This design comes from an exercise in tuning for small area and a short achievable clock period on the open sky130 flow, not from production work. Function was checked by simulation only, so behaviour that the tests miss may differ from the original. No activity file was given, so power comes from the tool's default toggle rates.

==> flow/design.v <==
module DALU(clk, rst, in_valid, instruction, out_valid, out);
input clk, rst, in_valid;
input [18:0] instruction;
output [15:0] out;
output reg out_valid;
wire [18:0] ins = instruction;
wire [2:0] op = ins[18:16];
wire [5:0] s = ins[15:10];
wire [3:0] f = ins[3:0];
wire op0 = op == 3'd0, mo1 = op == 3'd1, mo2 = op == 3'd2, mo3 = op == 3'd3, mo4 = op == 3'd4;
wire mlog = op0 & (f == 4'd0 | f == 4'd1 | f == 4'd2);
wire madd = op0 & (f == 4'd3);
wire msub = op0 & (f == 4'd4);
wire selAs = madd | msub | mo3 | mo4;
wire [5:0] tt = ins[9:4];
wire [5:0] lg = f[1] ? (s ^ tt) : f[0] ? (s | tt) : (s & tt);
wire pass = (op0 & (f <= 4'd4)) | mo3 | mo4;
wire [10:0] sum;
wire a0 = ins[0] ^ 1'b0;
wire a1 = (ins[1] & ~ins[0] & ~1'b0) | (~ins[1] & ins[0] & 1'b0);
wire a2 = ((a0 & ins[4]) | (a1 & 1'b0)) ^ ins[1];
wire a3 = ((a0 & ins[5]) | (a1 & ins[4])) ^ ins[1];
wire a4 = ((a0 & ins[6]) | (a1 & ins[5])) ^ ins[1];
wire a5 = ((a0 & ins[7]) | (a1 & ins[6])) ^ ins[1];
wire a6 = ((a0 & ins[8]) | (a1 & ins[7])) ^ ins[1];
wire a7 = ((a0 & ins[9]) | (a1 & ins[8])) ^ ins[1];
wire a8 = ((a0 & ins[9]) | (a1 & ins[9])) ^ ins[1];
wire a9 = ins[2] ^ ins[1];
wire a10 = (ins[3] & ~ins[2] & ~ins[1]) | (~ins[3] & ins[2] & ins[1]);
wire a11 = ((a9 & ins[4]) | (a10 & 1'b0)) ^ ins[3];
wire a12 = ((a9 & ins[5]) | (a10 & ins[4])) ^ ins[3];
wire a13 = ((a9 & ins[6]) | (a10 & ins[5])) ^ ins[3];
wire a14 = ((a9 & ins[7]) | (a10 & ins[6])) ^ ins[3];
wire a15 = ((a9 & ins[8]) | (a10 & ins[7])) ^ ins[3];
wire a16 = ((a9 & ins[9]) | (a10 & ins[8])) ^ ins[3];
wire a17 = ((a9 & ins[9]) | (a10 & ins[9])) ^ ins[3];
wire a18 = (selAs & s[0]) | (mo1 & a2) | (mlog & lg[0]);
wire a19 = (madd & ins[4]) | (msub & ~ins[4]) | (mo3 & ins[0]) | (mo4 & ~ins[0]);
wire a20 = (selAs & s[1]) | (mo1 & a3) | (mlog & lg[1]);
wire a21 = (madd & ins[5]) | (msub & ~ins[5]) | (mo3 & ins[1]) | (mo4 & ~ins[1]);
wire a22 = (selAs & s[2]) | (mo1 & a4) | (mlog & lg[2]) | (mo2 & s[0]);
wire a23 = (madd & ins[6]) | (msub & ~ins[6]) | (mo3 & ins[2]) | (mo4 & ~ins[2]) | (mo1 & a11) | (mo2 & ins[4]);
wire a24 = (mo2 & ins[0]) | (mo1 & ins[3]);
wire a25 = (selAs & s[3]) | (mo1 & a5) | (mlog & lg[3]) | (mo2 & s[1]);
wire a26 = (madd & ins[7]) | (msub & ~ins[7]) | (mo3 & ins[3]) | (mo4 & ~ins[3]) | (mo1 & a12) | (mo2 & ins[5]);
wire a27 = (mo2 & ins[1]);
wire a28 = (selAs & s[4]) | (mo1 & a6) | (mlog & lg[4]) | (mo2 & s[2]);
wire a29 = (madd & ins[8]) | (msub & ~ins[8]) | (mo3 & ins[4]) | (mo4 & ~ins[4]) | (mo1 & a13) | (mo2 & ins[6]);
wire a30 = (mo2 & ins[2]);
wire a31 = (selAs & s[5]) | (mo1 & a7) | (mlog & lg[5]) | (mo2 & s[3]);
wire a32 = (madd & ins[9]) | (msub & ~ins[9]) | (mo3 & ins[5]) | (mo4 & ~ins[5]) | (mo1 & a14) | (mo2 & ins[7]);
wire a33 = (mo2 & ins[3]);
wire a34 = (selAs & s[5]) | (mo1 & a8) | (mlog & lg[5]) | (mo2 & s[4]);
wire a35 = (madd & ins[9]) | (msub & ~ins[9]) | (mo3 & ins[6]) | (mo4 & ~ins[6]) | (mo1 & a15) | (mo2 & ins[8]);
wire a36 = (mo2 & ins[3]);
wire a37 = (selAs & s[5]) | (mo1 & a8) | (mlog & lg[5]) | (mo2 & s[5]);
wire a38 = (madd & ins[9]) | (msub & ~ins[9]) | (mo3 & ins[7]) | (mo4 & ~ins[7]) | (mo1 & a16) | (mo2 & ins[9]);
wire a39 = (mo2 & ins[3]);
wire a40 = (selAs & s[5]) | (mo1 & a8) | (mlog & lg[5]) | (mo2 & s[5]);
wire a41 = (madd & ins[9]) | (msub & ~ins[9]) | (mo3 & ins[8]) | (mo4 & ~ins[8]) | (mo1 & a17) | (mo2 & ins[9]);
wire a42 = (mo2 & ins[3]);
wire a43 = (selAs & s[5]) | (mo1 & a8) | (mlog & lg[5]) | (mo2 & s[5]);
wire a44 = (madd & ins[9]) | (msub & ~ins[9]) | (mo3 & ins[9]) | (mo4 & ~ins[9]) | (mo1 & a17) | (mo2 & ins[9]);
wire a45 = (mo2 & ins[3]);
wire a46 = (selAs & s[5]) | (mo1 & a8) | (mlog & lg[5]) | (mo2 & s[5]);
wire a47 = (madd & ins[9]) | (msub & ~ins[9]) | (mo3 & ins[9]) | (mo4 & ~ins[9]) | (mo1 & a17) | (mo2 & ins[9]);
wire a48 = (mo2 & ins[3]);
wire a49 = msub | mo4 | (mo1 & ins[1]);
wire a50, a51;
DALU_fa u_a50 (.a(a49), .b(a18), .c(a19), .s(a50), .co(a51));
wire a52, a53;
DALU_fa u_a52 (.a(a20), .b(a21), .c(a51), .s(a52), .co(a53));
wire a54, a55;
DALU_fa u_a54 (.a(a24), .b(a22), .c(a23), .s(a54), .co(a55));
wire a56, a57;
DALU_fa u_a56 (.a(a27), .b(a25), .c(a26), .s(a56), .co(a57));
wire a58, a59;
DALU_fa u_a58 (.a(a30), .b(a28), .c(a29), .s(a58), .co(a59));
wire a60, a61;
DALU_fa u_a60 (.a(a33), .b(a31), .c(a32), .s(a60), .co(a61));
wire a62, a63;
DALU_fa u_a62 (.a(a36), .b(a34), .c(a35), .s(a62), .co(a63));
wire a64, a65;
DALU_fa u_a64 (.a(a39), .b(a37), .c(a38), .s(a64), .co(a65));
wire a66, a67;
DALU_fa u_a66 (.a(a42), .b(a40), .c(a41), .s(a66), .co(a67));
wire a68, a69;
DALU_fa u_a68 (.a(a45), .b(a43), .c(a44), .s(a68), .co(a69));
wire a70, a71;
DALU_fa u_a70 (.a(a48), .b(a46), .c(a47), .s(a70), .co(a71));
wire a72, a73;
DALU_ha u_a72 (.a(a54), .b(a53), .s(a72), .co(a73));
wire a74, a75;
DALU_ha u_a74 (.a(a55), .b(a56), .s(a74), .co(a75));
wire a76, a77;
DALU_ha u_a76 (.a(a57), .b(a58), .s(a76), .co(a77));
wire a78, a79;
DALU_ha u_a78 (.a(a59), .b(a60), .s(a78), .co(a79));
wire a80, a81;
DALU_ha u_a80 (.a(a61), .b(a62), .s(a80), .co(a81));
wire a82, a83;
DALU_ha u_a82 (.a(a63), .b(a64), .s(a82), .co(a83));
wire a84, a85;
DALU_ha u_a84 (.a(a65), .b(a66), .s(a84), .co(a85));
wire a86, a87;
DALU_ha u_a86 (.a(a67), .b(a68), .s(a86), .co(a87));
wire a88, a89;
DALU_ha u_a88 (.a(a69), .b(a70), .s(a88), .co(a89));
wire a90 = a52 & a50;
wire a91 = a75 | (a74 & a73);
wire a92 = a74 & a72;
wire a93 = a79 | (a78 & a77);
wire a94 = a78 & a76;
wire a95 = a83 | (a82 & a81);
wire a96 = a82 & a80;
wire a97 = a87 | (a86 & a85);
wire a98 = a86 & a84;
wire a99 = a72 & a90;
wire a100 = a92 & a90;
wire a101 = a81 | (a80 & a93);
wire a102 = a80 & a94;
wire a103 = a95 | (a96 & a93);
wire a104 = a96 & a94;
wire a105 = a89 | (a88 & a97);
wire a106 = a88 & a98;
wire a107 = a77 | (a76 & a91);
wire a108 = a76 & a100;
wire a109 = a93 | (a94 & a91);
wire a110 = a94 & a100;
wire a111 = a101 | (a102 & a91);
wire a112 = a102 & a100;
wire a113 = a103 | (a104 & a91);
wire a114 = a104 & a100;
wire a115 = a85 | (a84 & a113);
wire a116 = a84 & a114;
wire a117 = a97 | (a98 & a113);
wire a118 = a98 & a114;
wire a119 = a105 | (a106 & a113);
wire a120 = a106 & a114;
wire a121 = a74 ^ a73;
wire a122 = a76 ^ a91;
wire a123 = a78 ^ a107;
wire a124 = a80 ^ a109;
wire a125 = a82 ^ a111;
wire a126 = a84 ^ a113;
wire a127 = a86 ^ a115;
wire a128 = a88 ^ a117;
assign sum[0] = a50;
assign sum[1] = a52;
assign sum[2] = a72;
assign sum[3] = a121;
assign sum[4] = a122;
assign sum[5] = a123;
assign sum[6] = a124;
assign sum[7] = a125;
assign sum[8] = a126;
assign sum[9] = a127;
assign sum[10] = a128;
wire [5:0] xn = mo1 ? s : mo2 ? sum[9:4] : {5'd0, pass};
wire [10:0] yn = {sum[10:4], mo2 ? sum[2] : sum[3], ~mo2 & sum[2], sum[1:0]};
reg v1;
reg [5:0] x;
reg [10:0] y;
reg g, e0;
reg [13:0] r;
wire [13:0] p;
always @(posedge clk) begin
  v1 <= in_valid & ~rst;
  out_valid <= v1 & ~rst;
  x <= xn;
  y <= yn;
  g <= mo2 & sum[3];
  e0 <= mo2 & sum[2];
  r <= p;
end
wire m0 = x[0] & y[0];
wire m1 = x[0] & y[1];
wire m2 = x[0] & y[2];
wire m3 = x[0] & y[3];
wire m4 = x[0] & y[4];
wire m5 = x[0] & y[5];
wire m6 = x[0] & y[6];
wire m7 = x[0] & y[7];
wire m8 = x[0] & y[8];
wire m9 = x[0] & y[9];
wire m10 = ~(x[0] & y[10]);
wire m11 = x[1] & y[0];
wire m12 = x[1] & y[1];
wire m13 = x[1] & y[2];
wire m14 = x[1] & y[3];
wire m15 = x[1] & y[4];
wire m16 = x[1] & y[5];
wire m17 = x[1] & y[6];
wire m18 = x[1] & y[7];
wire m19 = x[1] & y[8];
wire m20 = x[1] & y[9];
wire m21 = ~(x[1] & y[10]);
wire m22 = x[2] & y[0];
wire m23 = x[2] & y[1];
wire m24 = x[2] & y[2];
wire m25 = x[2] & y[3];
wire m26 = x[2] & y[4];
wire m27 = x[2] & y[5];
wire m28 = x[2] & y[6];
wire m29 = x[2] & y[7];
wire m30 = x[2] & y[8];
wire m31 = x[2] & y[9];
wire m32 = ~(x[2] & y[10]);
wire m33 = x[3] & y[0];
wire m34 = x[3] & y[1];
wire m35 = x[3] & y[2];
wire m36 = x[3] & y[3];
wire m37 = x[3] & y[4];
wire m38 = x[3] & y[5];
wire m39 = x[3] & y[6];
wire m40 = x[3] & y[7];
wire m41 = x[3] & y[8];
wire m42 = x[3] & y[9];
wire m43 = ~(x[3] & y[10]);
wire m44 = x[4] & y[0];
wire m45 = x[4] & y[1];
wire m46 = x[4] & y[2];
wire m47 = x[4] & y[3];
wire m48 = x[4] & y[4];
wire m49 = x[4] & y[5];
wire m50 = x[4] & y[6];
wire m51 = x[4] & y[7];
wire m52 = x[4] & y[8];
wire m53 = x[4] & y[9];
wire m54 = ~(x[5] & y[0]);
wire m55 = ~(x[5] & y[1]);
wire m56 = ~(x[5] & y[2]);
wire m57 = ~(x[5] & y[3]);
wire m58 = ~(x[5] & y[4]);
wire m59 = ~(x[5] & y[5]);
wire m60 = ~(x[5] & y[6]);
wire m61 = ~(x[5] & y[7]);
wire m62 = ~(x[5] & y[8]);
wire m63 = g & x[0];
wire m64 = g & x[1];
wire m65 = g & x[2];
wire m66 = g & x[3];
wire m67 = g & x[4];
wire m68 = ~(g & x[5]);
wire m69 = g & ~e0;
wire m70 = g & e0;
wire m71, m72;
DALU_fa u_m71 (.a(m69), .b(m2), .c(m12), .s(m71), .co(m72));
wire m73, m74;
DALU_fa u_m73 (.a(m70), .b(m3), .c(m13), .s(m73), .co(m74));
wire m75, m76;
DALU_fa u_m75 (.a(m23), .b(m33), .c(m72), .s(m75), .co(m76));
wire m77, m78;
DALU_fa u_m77 (.a(m4), .b(m14), .c(m24), .s(m77), .co(m78));
wire m79, m80;
DALU_fa u_m79 (.a(m34), .b(m44), .c(m63), .s(m79), .co(m80));
wire m81, m82;
DALU_fa u_m81 (.a(m74), .b(m77), .c(m79), .s(m81), .co(m82));
wire m83 = ~(m5 ^ m15);
wire m84 = m5 | m15;
wire m85, m86;
DALU_fa u_m85 (.a(m25), .b(m35), .c(m45), .s(m85), .co(m86));
wire m87, m88;
DALU_fa u_m87 (.a(m54), .b(m64), .c(m78), .s(m87), .co(m88));
wire m89, m90;
DALU_fa u_m89 (.a(m80), .b(m83), .c(m85), .s(m89), .co(m90));
wire m91, m92;
DALU_fa u_m91 (.a(m82), .b(m87), .c(m89), .s(m91), .co(m92));
wire m93, m94;
DALU_fa u_m93 (.a(m6), .b(m16), .c(m26), .s(m93), .co(m94));
wire m95, m96;
DALU_fa u_m95 (.a(m36), .b(m46), .c(m55), .s(m95), .co(m96));
wire m97, m98;
DALU_fa u_m97 (.a(m65), .b(m84), .c(m86), .s(m97), .co(m98));
wire m99, m100;
DALU_fa u_m99 (.a(m93), .b(m95), .c(m88), .s(m99), .co(m100));
wire m101, m102;
DALU_fa u_m101 (.a(m90), .b(m97), .c(m99), .s(m101), .co(m102));
wire m103, m104;
DALU_fa u_m103 (.a(m7), .b(m17), .c(m27), .s(m103), .co(m104));
wire m105, m106;
DALU_fa u_m105 (.a(m37), .b(m47), .c(m56), .s(m105), .co(m106));
wire m107, m108;
DALU_fa u_m107 (.a(m66), .b(m94), .c(m96), .s(m107), .co(m108));
wire m109, m110;
DALU_fa u_m109 (.a(m103), .b(m105), .c(m98), .s(m109), .co(m110));
wire m111, m112;
DALU_fa u_m111 (.a(m107), .b(m100), .c(m109), .s(m111), .co(m112));
wire m113, m114;
DALU_fa u_m113 (.a(m8), .b(m18), .c(m28), .s(m113), .co(m114));
wire m115, m116;
DALU_fa u_m115 (.a(m38), .b(m48), .c(m57), .s(m115), .co(m116));
wire m117, m118;
DALU_fa u_m117 (.a(m67), .b(m104), .c(m106), .s(m117), .co(m118));
wire m119, m120;
DALU_fa u_m119 (.a(m113), .b(m115), .c(m108), .s(m119), .co(m120));
wire m121, m122;
DALU_fa u_m121 (.a(m117), .b(m110), .c(m119), .s(m121), .co(m122));
wire m123 = ~(m9 ^ m19);
wire m124 = m9 | m19;
wire m125, m126;
DALU_fa u_m125 (.a(m29), .b(m39), .c(m49), .s(m125), .co(m126));
wire m127, m128;
DALU_fa u_m127 (.a(m58), .b(m68), .c(m114), .s(m127), .co(m128));
wire m129, m130;
DALU_fa u_m129 (.a(m116), .b(m123), .c(m125), .s(m129), .co(m130));
wire m131, m132;
DALU_fa u_m131 (.a(m118), .b(m127), .c(m129), .s(m131), .co(m132));
wire m133, m134;
DALU_fa u_m133 (.a(m120), .b(m131), .c(m122), .s(m133), .co(m134));
wire m135, m136;
DALU_fa u_m135 (.a(m10), .b(m20), .c(m30), .s(m135), .co(m136));
wire m137, m138;
DALU_fa u_m137 (.a(m40), .b(m50), .c(m59), .s(m137), .co(m138));
wire m139, m140;
DALU_fa u_m139 (.a(m124), .b(m126), .c(m135), .s(m139), .co(m140));
wire m141, m142;
DALU_fa u_m141 (.a(m137), .b(m128), .c(m130), .s(m141), .co(m142));
wire m143, m144;
DALU_fa u_m143 (.a(m139), .b(m132), .c(m141), .s(m143), .co(m144));
wire m145, m146;
DALU_fa u_m145 (.a(m21), .b(m31), .c(m41), .s(m145), .co(m146));
wire m147, m148;
DALU_fa u_m147 (.a(m51), .b(m60), .c(m136), .s(m147), .co(m148));
wire m149, m150;
DALU_fa u_m149 (.a(m138), .b(m145), .c(m140), .s(m149), .co(m150));
wire m151, m152;
DALU_fa u_m151 (.a(m147), .b(m142), .c(m149), .s(m151), .co(m152));
wire m153, m154;
DALU_fa u_m153 (.a(m32), .b(m42), .c(m52), .s(m153), .co(m154));
wire m155, m156;
DALU_fa u_m155 (.a(m61), .b(m146), .c(m153), .s(m155), .co(m156));
wire m157, m158;
DALU_fa u_m157 (.a(m148), .b(m155), .c(m150), .s(m157), .co(m158));
wire m159, m160;
DALU_fa u_m159 (.a(m43), .b(m53), .c(m62), .s(m159), .co(m160));
wire m161, m162;
DALU_fa u_m161 (.a(m154), .b(m159), .c(m156), .s(m161), .co(m162));
wire m163, m164;
DALU_ha u_m163 (.a(e0), .b(m0), .s(m163), .co(m164));
wire m165, m166;
DALU_ha u_m165 (.a(m1), .b(m11), .s(m165), .co(m166));
wire m167, m168;
DALU_ha u_m167 (.a(m22), .b(m71), .s(m167), .co(m168));
wire m169, m170;
DALU_ha u_m169 (.a(m73), .b(m75), .s(m169), .co(m170));
wire m171, m172;
DALU_ha u_m171 (.a(m76), .b(m81), .s(m171), .co(m172));
wire m173, m174;
DALU_ha u_m173 (.a(m92), .b(m101), .s(m173), .co(m174));
wire m175, m176;
DALU_ha u_m175 (.a(m102), .b(m111), .s(m175), .co(m176));
wire m177, m178;
DALU_ha u_m177 (.a(m112), .b(m121), .s(m177), .co(m178));
wire m179, m180;
DALU_ha u_m179 (.a(m143), .b(m134), .s(m179), .co(m180));
wire m181, m182;
DALU_ha u_m181 (.a(m144), .b(m151), .s(m181), .co(m182));
wire m183, m184;
DALU_ha u_m183 (.a(m152), .b(m157), .s(m183), .co(m184));
wire m185, m186;
DALU_ha u_m185 (.a(m161), .b(m158), .s(m185), .co(m186));
wire m187 = m166 | (m165 & m164);
wire m188 = m165 & m163;
wire m189 = m170 | (m169 & m168);
wire m190 = m169 & m167;
wire m191 = m91 & m172;
wire m192 = m91 & m171;
wire m193 = m176 | (m175 & m174);
wire m194 = m175 & m173;
wire m195 = m133 & m178;
wire m196 = m133 & m177;
wire m197 = m182 | (m181 & m180);
wire m198 = m181 & m179;
wire m199 = m186 | (m185 & m184);
wire m200 = m185 & m183;
wire m201 = m168 | (m167 & m187);
wire m202 = m167 & m188;
wire m203 = m189 | (m190 & m187);
wire m204 = m190 & m188;
wire m205 = m174 | (m173 & m191);
wire m206 = m173 & m192;
wire m207 = m193 | (m194 & m191);
wire m208 = m194 & m192;
wire m209 = m180 | (m179 & m195);
wire m210 = m179 & m196;
wire m211 = m197 | (m198 & m195);
wire m212 = m198 & m196;
wire m213 = m172 | (m171 & m203);
wire m214 = m171 & m204;
wire m215 = m191 | (m192 & m203);
wire m216 = m192 & m204;
wire m217 = m205 | (m206 & m203);
wire m218 = m206 & m204;
wire m219 = m207 | (m208 & m203);
wire m220 = m208 & m204;
wire m221 = m184 | (m183 & m211);
wire m222 = m183 & m212;
wire m223 = m199 | (m200 & m211);
wire m224 = m200 & m212;
wire m225 = m178 | (m177 & m219);
wire m226 = m177 & m220;
wire m227 = m195 | (m196 & m219);
wire m228 = m196 & m220;
wire m229 = m209 | (m210 & m219);
wire m230 = m210 & m220;
wire m231 = m211 | (m212 & m219);
wire m232 = m212 & m220;
wire m233 = m221 | (m222 & m219);
wire m234 = m222 & m220;
wire m235 = m223 | (m224 & m219);
wire m236 = m224 & m220;
wire m237 = m165 ^ m164;
wire m238 = m167 ^ m187;
wire m239 = m169 ^ m201;
wire m240 = m171 ^ m203;
wire m241 = m91 ^ m213;
wire m242 = m173 ^ m215;
wire m243 = m175 ^ m217;
wire m244 = m177 ^ m219;
wire m245 = m133 ^ m225;
wire m246 = m179 ^ m227;
wire m247 = m181 ^ m229;
wire m248 = m183 ^ m231;
wire m249 = m185 ^ m233;
assign p[0] = m163;
assign p[1] = m237;
assign p[2] = m238;
assign p[3] = m239;
assign p[4] = m240;
assign p[5] = m241;
assign p[6] = m242;
assign p[7] = m243;
assign p[8] = m244;
assign p[9] = m245;
assign p[10] = m246;
assign p[11] = m247;
assign p[12] = m248;
assign p[13] = m249;
assign out = {{2{r[13]}}, r};
endmodule
module DALU_fa(input a, input b, input c, output s, output co);
assign s = a ^ b ^ c;
assign co = (a & b) | (a & c) | (b & c);
endmodule
module DALU_ha(input a, input b, output s, output co);
assign s = a ^ b;
assign co = a & b;
endmodule
==> flow/run.sh <==
#!/bin/bash
# synth_recipe.tcl (not shown) runs the flow's synth.tcl, then flattens the netlist and writes it again
# the make line also repeats each setting of config.mk as NAME=value (left out here)
make -C /OpenROAD-flow-scripts/flow DESIGN_CONFIG=/design/flow/config.mk WORK_HOME=/design/flow/orfs CLKGATE_MAP_FILE= SYNTH_SCRIPT=/design/flow/synth_recipe.tcl finish
==> flow/config.mk <==
export PLATFORM = sky130hd
export DESIGN_NAME = DALU
export DESIGN_NICKNAME = DALU
export VERILOG_FILES = /design/flow/design.v
export SDC_FILE = /design/flow/constraint.sdc
export NUM_CORES = 4
export LEC_CHECK = 0
export CAP_MARGIN = 20
export CORE_MARGIN = 2
export CORE_UTILIZATION = 40
export SLEW_MARGIN = 20
export SYNTH_HIERARCHICAL = 1
export SYNTH_MINIMUM_KEEP_SIZE = 0
==> flow/constraint.sdc <==
create_clock -name core_clock -period 9.0 [get_ports {clk}]
set_input_delay 1.8000 -clock core_clock [delete_from_list [all_inputs] [get_ports {clk}]]
set_output_delay 1.8000 -clock core_clock [all_outputs]
set_load 0.01 [all_outputs]
==> key figures, run 1 <==
Run status
  • Status: no timing/DRC/antenna violations

Power
  • Clock network power share: 12.4%
  • Switching Share: 41.6%
  • Logic pwr share: 62.4%
  • Reg power frac: 25.2%
  • Cell area power density: 202 nW/µm²
  • Internal: 588 µW
  • VDD IR-drop max: 128 µV
  • P_sw: 418 µW
  • Static Leak: 0.00217 µW

Cells and area
  • Inserted Diodes: 0
  • NumNets Final: 633
  • Non-Filler Instances: 655
  • Leading cell type in the layout, fill and taps excluded: and2_1
  • Most frequent cells in the layout: and2_1 (56), fa_1 (55), nand2_1 (51), ha_1 (42), clkdlybuf4s50_1 (38)
  • Proportion of layout cells with a drive suffix above 1: 4.66%
  • Synth-to-Final Area Change: 10.8%

Timing
  • Final Cycle Share: 72.4%
  • Max Freq: 153 MHz
  • Unrepaired setup endpoints after global routing: false
  • Slew @ Worst Pin: 1.08 ns
  • Slew Limit Headroom: 27.7%
  • Worst Skew: 0.0111 ns
  • # setup viols final: 0
  • Final Slew Violations: 0
  • Final hold vios: 0
  • Final period demand of the worst path: 6.52 ns
  • TNS Setup: 0 ns

Logic synthesis
  • Yosys warns: 7
  • Seq/Total Area, Yosys: 15.6%
  • Post-synth EDFFs: 0
  • Synth Register Bits: 35
  • Mean Syn Cell Area: 8.96 µm²
  • Most common flop cell mapped by yosys: dfxtp_1
  • Cell area after synthesis: 4500 µm²
  • Syn nets: 621
  • Post-Syn Instances: 502
  • Fraction of registers with async set/reset: 0%
  • Distinct cells, synth: 52

Floorplan
  • # rows: 38
  • Area of the core: 10900 µm²
  • Die Area: 12100 µm²
  • Die height: 110 µm
  • Die Wd: 110 µm
  • Initial core utilization: 41.3%
  • Total I/O pin count: 39

Min path
  • Min-delay worst type: flip-flop to flip-flop

Clocking
  • CTS Hold Bufs: 0
  • Number of buffers created by CTS: 5
  • Clock root cell: clkbuf_8
  • Clk pin slew, worst setup/hold paths: 0.08 ns
  • CTS tree: built
  • Postcts setup bufs: 0
  • Clock Path Buffers: 2
  • Later-pin clock latency in the skew report: 0.30 ns
  • Clk sinks: 35
  • Post-cts resize count: 0
  • H-tree levels: 2

Worst setup path
  • Crit Path Class: primary input to flip-flop
  • Worst-path fanout max: 21
  • CP most frequent cell: ha_1
  • CP max stage delay: 1.03 ns
  • Worst Setup End Kind: flip-flop
  • Worst path arrival time: 6.74 ns
  • Slowest CP cell: clkdlybuf4s50_1
  • Worst endpoint required time: 9.22 ns
  • Critical path launch point type: primary input
  • Worst path cell trace: clkdlybuf4s50_1 -> inv_1 -> nand2b_1 -> nand3_1 -> a222oi_1 -> inv_1 -> fa_1 -> fa_1 -> ha_1 -> ha_1 -> o21a_1 -> o21ai_1 -> nand2b_1 -> a31o_2 -> ha_1 -> nor2_1 -> xnor2_1 -> nand2_1 -> o21ai_0
  • Reg2reg setup slack: 4.99 ns

Detailed routing
  • Routed len/inst: 15.3 µm
  • Number of nets with antenna violations after routing: 0
  • DR vias/cell: 5.52
  • Detailed Route Iter0 Violations: 357
  • Drt first pass iters: 5
  • Via total after detailed routing: 3615
  • Number of remaining DRC errors: 0
  • Routed wire length: 10.1 mm

GRT
  • All-Layer GR Usage: 18.2%
  • Largest net degree at the start of global routing: 26
  • Met2 Usage GRT: 30.8%
  • Layer with the highest usage: met2
  • Initial antenna violation count: 0
  • First-pass GRT wire length: 17.3 mm
  • GR Util met1: 24.5%
  • Gr ovfl total: 0
  • Number of global-route vias before repair: 3582
  • Met3 Use GR: 2.41%

Job
  • # Max-Cap Violations: 0

Place
  • Cells after DPL: 647
  • IO buf count: 38
  • Gpl congestion: 0.865
  • DP HPWL: 7.84 mm
[Yosys stat by module (local to each module, per instance)]
module   cells  flops+latches  cell area, µm²
DALU_ha      1              0            12.5
DALU       426             35            3130
DALU_fa      1              0            20.0
[final timing paths]
| path | from | to | depth (start not counted) |
|---|---|---|---|
| worst max register to register | x[0] | r[13] | 12 |
| worst min register to register | v1 | out_valid | 1 |
| worst max-delay path | instruction[16] | x[5] | 19 |
| worst min-delay path | v1 | out_valid | 1 |
[cell usage after synthesis (all sizes together), types with 4 or more instances]
cell type / n / share of area, %
or2: 5 / 0.70
nor2: 16 / 1.4
buf: 21 / 2.8
fa: 55 / 24
o21ai: 32 / 3.6
clkbuf: 14 / 1.2
ha: 42 / 12
nor3: 5 / 0.56
nand2b: 8 / 1.1
a221o: 4 / 0.89
mux2i: 11 / 2.4
a22o: 6 / 1.2
nand2: 51 / 4.3
o211ai: 5 / 0.83
a31oi: 4 / 0.56
nand4: 4 / 0.56
xnor2: 16 / 3.1
o22ai: 15 / 2.1
dfxtp: 35 / 16
nor2b: 4 / 0.56
a21oi: 30 / 3.3
and2: 56 / 7.8
nand3: 6 / 0.67
inv: 22 / 1.8
[per-layer routing]
metal  part of all wire [%]  wire (µm)
met5                      0          0
met4                    1.9        193
met3                    4.3        435
met2                     48       4830
met1                     46       4600
[stage by stage]
step                area, µm²  total power [µW]  setup WS [ns]  hold slack [ns]  utilization [%]
finish                   4980              1010           2.48            0.451             45.8
global route             4980              1120           2.10            0.475             45.8
CTS                      4980              1020           2.50            0.458             45.8
detailed placement       4890               896           2.21            0.436             44.9
global placement         4890               881           2.39            0.434             44.9
floorplan                4500               721           3.68            0.414                -
[state kept, by name, indices dropped and copies added (netlist names)]
name       flops
e0             1
g              1
r             14
x              6
y             11
v1             1
out_valid      1
[final cells by class]
cell class | count | area (µm²)
Clock buffer | 5 | 68.8
Clock inverter | 3 | 23.8
Fill cell | 1056 | 5910
Inverter | 22 | 82.6
Multi-Input combinational cell | 410 | 3540
Sequential cell | 35 | 701
Tap cell | 140 | 175
Timing Repair Buffer | 40 | 395
[power by group through the flow]
stage	clock, µW	combinational, µW	sequential [µW]
after floorplan	0	465	256
after global placement	0	623	257
after detailed placement	0	638	258
after CTS	128	642	255
after global routing	134	728	262
final	125	628	254
[worst max-delay path, delay by kind of cell]
| kind | cells | cell delay (ns) |
|---|---|---|
| buffers and inverters | 3 | 1.37 |
| xor gates and xnor gates | 1 | 0.15 |
| adders and majority gates | 5 | 1.38 |
| AOI/OAI and AO/OA | 5 | 1.02 |
| and+or+nand+nor | 5 | 1.04 |
[cell families after synthesis]
family          synth area share, %
xor+xnor                       3.70
flops                          15.6
compound gates                 16.8
mux                            2.70
buf+inv                        5.79
simple gates                   19.1
fa+ha+maj                      36.4
==> inputs of run 2 (changes only) <==
--- a/flow/config.mk
+++ b/flow/config.mk
@@ -8,6 +8,7 @@
 export CAP_MARGIN = 20
 export CORE_MARGIN = 2
 export CORE_UTILIZATION = 40
+export SETUP_SLACK_MARGIN = 5
 export SLEW_MARGIN = 20
 export SYNTH_HIERARCHICAL = 1
 export SYNTH_MINIMUM_KEEP_SIZE = 0
==> key figures, run 2 <==
Worst setup path
  • CP Depth: 16
  • Crit-path leading delay family: adder cells
  • CP max stage delay: 0.57 ns
  • Worst path arrival time: 5.08 ns
  • Worst R2R End: r[13]
  • Crit Reg-Reg Startpoint: x[5]
  • Worst endpoint required time: 9.23 ns
  • WP buf/inv: 2
  • Worst setup path endpoint: x[5]
  • Worst Reg-to-Reg Cells: 12
  • Critical path launch point type: primary input
  • CP Launch Point: instruction[15]
  • Crit Path Class: primary input to flip-flop
  • Worst Setup End Kind: flip-flop
  • Worst path cell trace: clkdlybuf4s50_1 -> inv_1 -> ha_1 -> mux2i_1 -> o22ai_1 -> a22oi_2 -> nand2_2 -> fa_1 -> ha_4 -> a21o_1 -> a31o_4 -> ha_4 -> nor2_4 -> xnor2_2 -> nand2_1 -> o21ai_1
  • Reg2reg setup slack: 5.20 ns
  • CP most frequent cell: ha_4
  • Slowest CP cell: fa_1
  • Worst-path fanout max: 4

GRT
  • Number of global-route vias before repair: 3978
  • All-Layer GR Usage: 19.8%
  • Initial antenna violation count: 0
  • Gr ovfl total: 0
  • Largest net degree at the start of global routing: 26
  • First-pass GRT wire length: 19.0 mm

Cells and area
  • Max reg flops: 14
  • Core Util, Final: 51.4%
  • NumNets Final: 660
  • Fill cells: 1024
  • Non-Filler Instances: 682
  • Most flop-heavy register: r
  • Proportion of layout cells with a drive suffix above 1: 20.8%
  • Leading cell type in the layout, fill and taps excluded: and2_1
  • Final instance area: 5590 µm²
  • Synth-to-Final Area Change: 24.4%
  • Most frequent cells in the layout: and2_1 (55), fa_1 (52), nand2_1 (47), ha_1 (34), dfxtp_1 (30)
  • Largest regs: r: 14 flops, y: 11 flops, x: 6 flops
  • Inserted Diodes: 0

Timing
  • Final Cycle Share: 53.9%
  • # setup viols final: 0
  • Slew @ Worst Pin: 0.604 ns
  • Final hold vios: 0
  • Worst Skew: 0.00977 ns
  • Slew Limit Headroom: 59.5%
  • Final period demand of the worst path: 4.86 ns
  • Max Freq: 206 MHz
  • Unrepaired setup endpoints after global routing: true
  • TNS Setup: 0 ns
  • Final Slew Violations: 0

Place
  • Cells after DPL: 646
  • DP HPWL: 8.12 mm
  • IO buf count: 38
  • Gpl congestion: 0.871
  • Dpl cell area: 4990 µm²

Job
  • # Max-Cap Violations: 0

Clocking
  • Later-pin clock latency in the skew report: 0.29 ns
  • CTS tree: built
  • Clock root cell: clkbuf_8
  • Clock Path Buffers: 2
  • H-tree levels: 2
  • Clk sinks: 35
  • Clk pin slew, worst setup/hold paths: 0.08 ns
  • CTS Hold Bufs: 0
  • Number of buffers created by CTS: 5

Logic synthesis
  • Post-synth top area share: 24.5%
  • Cell area after synthesis: 4500 µm²
  • Syn nets: 621
  • Most numerous cell in the Yosys netlist: and2_1
  • Post-synth EDFFs: 0
  • Cell taking the most area after synthesis: fa_1
  • Distinct cells, synth: 52
  • Seq/Total Area, Yosys: 15.6%
  • Area contributors post-synth: fa_1 (24%), dfxtp_1 (16%), ha_1 (12%)
  • Yosys warns: 7
  • Most common flop cell mapped by yosys: dfxtp_1
  • Top cells by count, synth: and2_1 (56), fa_1 (55), nand2_1 (51), ha_1 (42), dfxtp_1 (35)
  • Mean Syn Cell Area: 8.96 µm²
  • Fraction of registers with async set/reset: 0%
  • Synth Register Bits: 35
  • Post-Syn Instances: 502

Detailed routing
  • Via total after detailed routing: 3816
  • Routed wire length: 11.0 mm
  • Number of remaining DRC errors: 0
  • DR vias/cell: 5.60
  • Number of nets with antenna violations after routing: 0
  • Drt first pass iters: 5
  • Routed len/inst: 16.2 µm
  • Detailed Route Iter0 Violations: 224

Floorplan
  • Total I/O pin count: 39
  • Area of the core: 10900 µm²
  • Initial core utilization: 41.3%
  • Die Area: 12100 µm²
  • # rows: 38
  • Die height: 110 µm
  • Die Wd: 110 µm

Power
  • VDD IR-drop max: 143 µV
  • Static Leak: 0.00244 µW
  • Cell area power density: 204 nW/µm²

Min path
  • Min-delay worst type: flip-flop to flip-flop
  • Hold Startpoint: v1

Run status
  • Status: no timing/DRC/antenna violations
run 2: cell count changes in the layout (fill, tap and decap cells not counted), moves of 4 or more:
cell,change
nand2_1,-4
ha_4,+8
buf_6,+6
clkdlybuf4s50_1,-18
dfxtp_1,-5
nor2_4,+4
o21ai_0,-6
inv_1,-6
buf_4,+25
buf_12,+5
ha_1,-8
dfxtp_2,+5
run 2: power by group:
| group | internal, µW | switching [µW] |
|---|---|---|
| logic | 373 | 340 |
| clock network | 111 | 60.7 |
| registers | 215 | 39.6 |
| total | 699 | 440 |
run 2: metal layers:
layer  up-vias  global-route usage [%]  share of wire, %
met5         -                       0                 0
met4         0                    6.06               1.8
met3        14                    3.00               4.7
met2       123                    33.1                49
met1      1876                    26.5                45
li1       1803                       -                 -
run 2: layout make-up:
class / instances / area [µm²] / share of cell area (%)
repair buffers: 67 / 683 / 12.2
clock buffers: 6 / 72.6 / 1.30
clock inverters: 2 / 60.1 / 1.07
flip-flops and latches: 35 / 707 / 12.6
multi-input cells: 410 / 3790 / 67.8
well taps: 140 / 175 / 3.13
inverters: 22 / 101 / 1.81
run 2: through the flow:
step / power, µW / setup slack, ns / hold WS (ns)
2_1_floorplan: 734 / 4.04 / 0.414
3_3_place_gp: 893 / 2.63 / 0.420
3_5_place_dp: 912 / 2.56 / 0.433
4_1_cts: 1140 / 4.14 / 0.454
5_1_grt: 1260 / 3.99 / 0.479
6_report: 1140 / 4.14 / 0.448
run 2: cells by family after synthesis:
kind of cell,share of synthesized area [%]
AO/OA/AOI/OAI,16.8
XOR/XNOR,3.70
adder cells (fa/ha/maj),36.4
buffers and inverters,5.79
flip-flops,15.6
multiplexers,2.70
AND/OR/NAND/NOR,19.1
run 2: worst min-delay path by stage:
stage                endpoint  cells past startpoint
floorplan           out_valid                      1
global placement    out_valid                      1
detailed placement  out_valid                      1
CTS                 out_valid                      1
global route        out_valid                      1
finish              out_valid                      1
run 2: what timing repair did:
item,in CTS,in global routing
setup buffers,24,3
endpoints found under the setup margin,21,18
resized for setup,144,19
pin swaps,20,9
cloned,1,0
run 2: per-module statistics from Yosys (local to each module, per instance):
module	times used	flip-flops and latches
DALU_fa	55	0
DALU_ha	21	0
DALU	1	35
==> inputs of run 3 (changes only) <==
==> flow/flow/run.sh (new file) <==
#!/bin/bash
# The standard layout, with the port buffers made of buf_2 cells instead of
# the resizer's default choice (a slow delay cell).
set -euo pipefail
echo 'export BUFFER_PORTS_ARGS = -buffer_cell sky130_fd_sc_hd__buf_2' >> config.mk
bash standard.sh finish > flow.log 2>&1
==> flow/standard.sh (new file) <==
#!/bin/bash
# synth_recipe.tcl (not shown) runs the flow's synth.tcl, then flattens the netlist and writes it again
# the make line also repeats each setting of config.mk as NAME=value (left out here)
make -C /OpenROAD-flow-scripts/flow DESIGN_CONFIG=/design/flow/config.mk WORK_HOME=/design/flow/orfs CLKGATE_MAP_FILE= SYNTH_SCRIPT=/design/flow/synth_recipe.tcl "${@:-finish}"
--- a/flow/config.mk
+++ b/flow/config.mk
@@ -12,3 +12,4 @@
 export SLEW_MARGIN = 20
 export SYNTH_HIERARCHICAL = 1
 export SYNTH_MINIMUM_KEEP_SIZE = 0
+export BUFFER_PORTS_ARGS = -buffer_cell sky130_fd_sc_hd__buf_2
removed: flow/run.sh
==> key figures, run 3 <==
Worst setup path
  • Slowest CP cell: or4_1
  • Worst-path fanout max: 22
  • Reg2reg setup slack: 5.16 ns
  • Worst R2R End: r[13]
  • CP Depth: 16
  • Worst Reg-to-Reg Cells: 12
  • Worst Setup End Kind: flip-flop
  • Critical path launch point type: primary input
  • CP max stage delay: 0.50 ns
  • Crit Path Class: primary input to flip-flop
  • Crit Reg-Reg Startpoint: x[5]
  • Crit-path leading delay family: adder cells
  • Worst path cell trace: buf_16 -> clkinvlp_4 -> and2_4 -> buf_4 -> a222oi_1 -> inv_1 -> fa_2 -> fa_2 -> ha_4 -> ha_4 -> o21a_1 -> o21ai_1 -> nand2b_1 -> a31o_4 -> or4_1 -> nand4_1
  • Worst setup path endpoint: y[10]
  • WP buf/inv: 4
  • Worst endpoint required time: 9.23 ns
  • Worst path arrival time: 5.09 ns
  • CP Launch Point: instruction[2]

Min path
  • Min-delay worst type: flip-flop to flip-flop
  • Hold Path Depth: 1
  • Hold Startpoint: v1

Cells and area
  • Proportion of layout cells with a drive suffix above 1: 24.4%
  • Most flop-heavy register: r
  • Leading cell type in the layout, fill and taps excluded: and2_1
  • Fill cells: 1000
  • Core Util, Final: 50.7%
  • Most frequent cells in the layout: and2_1 (55), fa_1 (52), nand2_1 (49), ha_1 (35), dfxtp_1 (30)
  • Synth-to-Final Area Change: 22.7%
  • Reg area: 707 µm²
  • Max reg flops: 14
  • Area of the multi-input gates: 3770 µm²
  • NumNets Final: 663
  • Inserted Diodes: 0
  • Largest regs: r: 14 flops, y: 11 flops, x: 6 flops

Logic synthesis
  • Cell taking the most area after synthesis: fa_1
  • Post-synth top area share: 24.5%
  • Most numerous cell in the Yosys netlist: and2_1
  • Syn nets: 621
  • Most common flop cell mapped by yosys: dfxtp_1
  • Seq/Total Area, Yosys: 15.6%
  • Yosys warns: 7
  • Post-synthesis compound-gate area fraction: 16.8%
  • Synth Register Bits: 35
  • Mean Syn Cell Area: 8.96 µm²
  • Cell area after synthesis: 4500 µm²
  • Mux share of post-synthesis cell area: 2.70%
  • Post-Syn Instances: 502
  • Adder-cell share of the synthesized area: 36.4%
  • Xor and xnor fraction of the mapped netlist area: 3.70%
  • Main combinational cell family by area after synthesis: adder cells
  • Distinct cells, synth: 52
  • Post-synth EDFFs: 0
  • Top cells by count, synth: and2_1 (56), fa_1 (55), nand2_1 (51), ha_1 (42), dfxtp_1 (35)
  • Synth Area in Simple Gates: 19.1%
  • Area contributors post-synth: fa_1 (24%), dfxtp_1 (16%), ha_1 (12%)
  • Fraction of registers with async set/reset: 0%

Clocking
  • Clock root cell: clkbuf_8
  • Clock Path Buffers: 2
  • Later-pin clock latency in the skew report: 0.28 ns
  • CTS tree: built
  • Clk pin slew, worst setup/hold paths: 0.08 ns
  • H-tree levels: 2
  • CTS Hold Bufs: 0
  • Clk sinks: 35
  • Number of buffers created by CTS: 5

Floorplan
  • Die height: 110 µm
  • Total I/O pin count: 39
  • Die Area: 12100 µm²
  • Die Wd: 110 µm
  • Area of the core: 10900 µm²
  • Initial core utilization: 41.3%
  • # rows: 38

Power
  • VDD IR-drop max: 131 µV
  • Static Leak: 0.00246 µW
  • Cell area power density: 193 nW/µm²

Detailed routing
  • Routed wire length: 11.1 mm
  • Routed len/inst: 16.2 µm
  • Routed length on met1: 5.00 mm
  • DR vias/cell: 5.54
  • Via total after detailed routing: 3798
  • Number of nets with antenna violations after routing: 0
  • Met2 wire length: 5.38 mm
  • Met3 wire length: 607 µm
  • Drt first pass iters: 5
  • Detailed Route Iter0 Violations: 281
  • Number of remaining DRC errors: 0
  • Max Used Layer: met4

GRT
  • Initial antenna violation count: 0
  • All-Layer GR Usage: 19.4%
  • Gr ovfl total: 0
  • Largest net degree at the start of global routing: 26
  • First-pass GRT wire length: 18.5 mm
  • Number of global-route vias before repair: 3796

Timing
  • Final Cycle Share: 54.1%
  • Unrepaired setup endpoints after global routing: true
  • TNS Setup: 0 ns
  • # setup viols final: 0
  • Final hold vios: 0
  • Slew Limit Headroom: 67.7%
  • Worst Skew: 0.00421 ns
  • Slew @ Worst Pin: 0.485 ns
  • Final period demand of the worst path: 4.86 ns
  • Max Freq: 206 MHz
  • Final Slew Violations: 0

Place
  • Gpl congestion: 0.925
  • IO buf count: 38
  • DP HPWL: 8.16 mm

Job
  • # Max-Cap Violations: 0

Run status
  • Status: no timing/DRC/antenna violations
-- run 3: Yosys stat by module (local to each module, per instance) --
| module | copies in the design | cells | flops+latches | area, µm² |
|---|---|---|---|---|
| DALU | 1 | 426 | 35 | 3130 |
| DALU_fa | 55 | 1 | 0 | 20.0 |
| DALU_ha | 21 | 1 | 0 | 12.5 |
-- run 3: cells by family (layout without fill, tap and decap cells) --
logic type,count (synthesis),count (layout)
and+or+nand+nor,162,162
AOI/OAI and AO/OA,119,119
adders and majority gates,98,98
buffers and inverters,57,100
DFF,35,35
xor gates and xnor gates,19,19
muxes,12,12
-- run 3: worst min-delay path by stage --
stage | end | slack (ns)
after floorplan | out_valid | 0.41
after global placement | out_valid | 0.42
after detailed placement | out_valid | 0.44
after CTS | out_valid | 0.45
after global routing | out_valid | 0.48
final | out_valid | 0.45
-- run 3: stage by stage --
step,setup slack (ns),area [µm²],std cells,hold slack (ns),total power (µW)
floorplan,4.04,4650,502,0.414,734
global placement,3.28,4790,645,0.424,856
detailed placement,3.20,4790,645,0.439,870
CTS,4.18,5340,677,0.454,1030
global route,3.97,5520,685,0.479,1180
finish,4.14,5520,685,0.451,1070
-- run 3: metal layers --
metal / track usage (%) / up-vias
met3: 1.76 / 11
met5: 0 / -
met1: 26.8 / 1875
met4: 4.79 / 0
met2: 32.6 / 114
li1: - / 1798
-- run 3: repair_timing --
item                                    in CTS  in global routing
endpoints found under the setup margin      20                 17
setup buffers                               23                  7
gates resized for setup                     71                 23
gates cloned                                 1                  1
hold endpoints to repair                     0                  0
pin swaps                                   26                 12
-- run 3: layout make-up --
type / instances / area share [%]
sequential: 35 / 12.8
clock buffer: 6 / 1.50
clock inverter: 2 / 0.295
tap: 140 / 3.17
inverter: 22 / 1.86
multi-input combinational: 410 / 68.3
timing repair buffer: 70 / 12.0
-- run 3: power by group --
| group | total [µW] | internal (µW) | switching (µW) |
|---|---|---|---|
| registers | 253 | 215 | 37.5 |
| logic | 690 | 347 | 344 |
| clock network | 124 | 62.5 | 61.2 |

-- static timing again, ports no longer ideal --
No port has a modelled driver above. Below, the same layouts with a new extraction and two added sets of constraints. Step 1 assumes that a clkbuf_16 drives the clock port and a buf_2 every other input. Step 2 moves the port delays by t, midway between the first and last clock arrival at a register: inputs arrive t later, outputs are due t later. That takes back most of the time a late clock gives input paths. a / b / c = no drivers / after step 1 / after step 2; a / b = the first two.
run	shift t [ns]	setup WS [ns]	worst setup path after step 2
run 1	0.325	2.483 / 2.490 / 2.166	input to register
run 2	0.316	4.145 / 4.139 / 3.823	input to register
run 3	0.312	4.135 / 4.072 / 3.760	input to register
After both steps setup and hold are still met in every run listed. For run 3, which loses most, drivers alone change the setup slack by -0.063 ns; drivers and shift together by -0.375 ns.
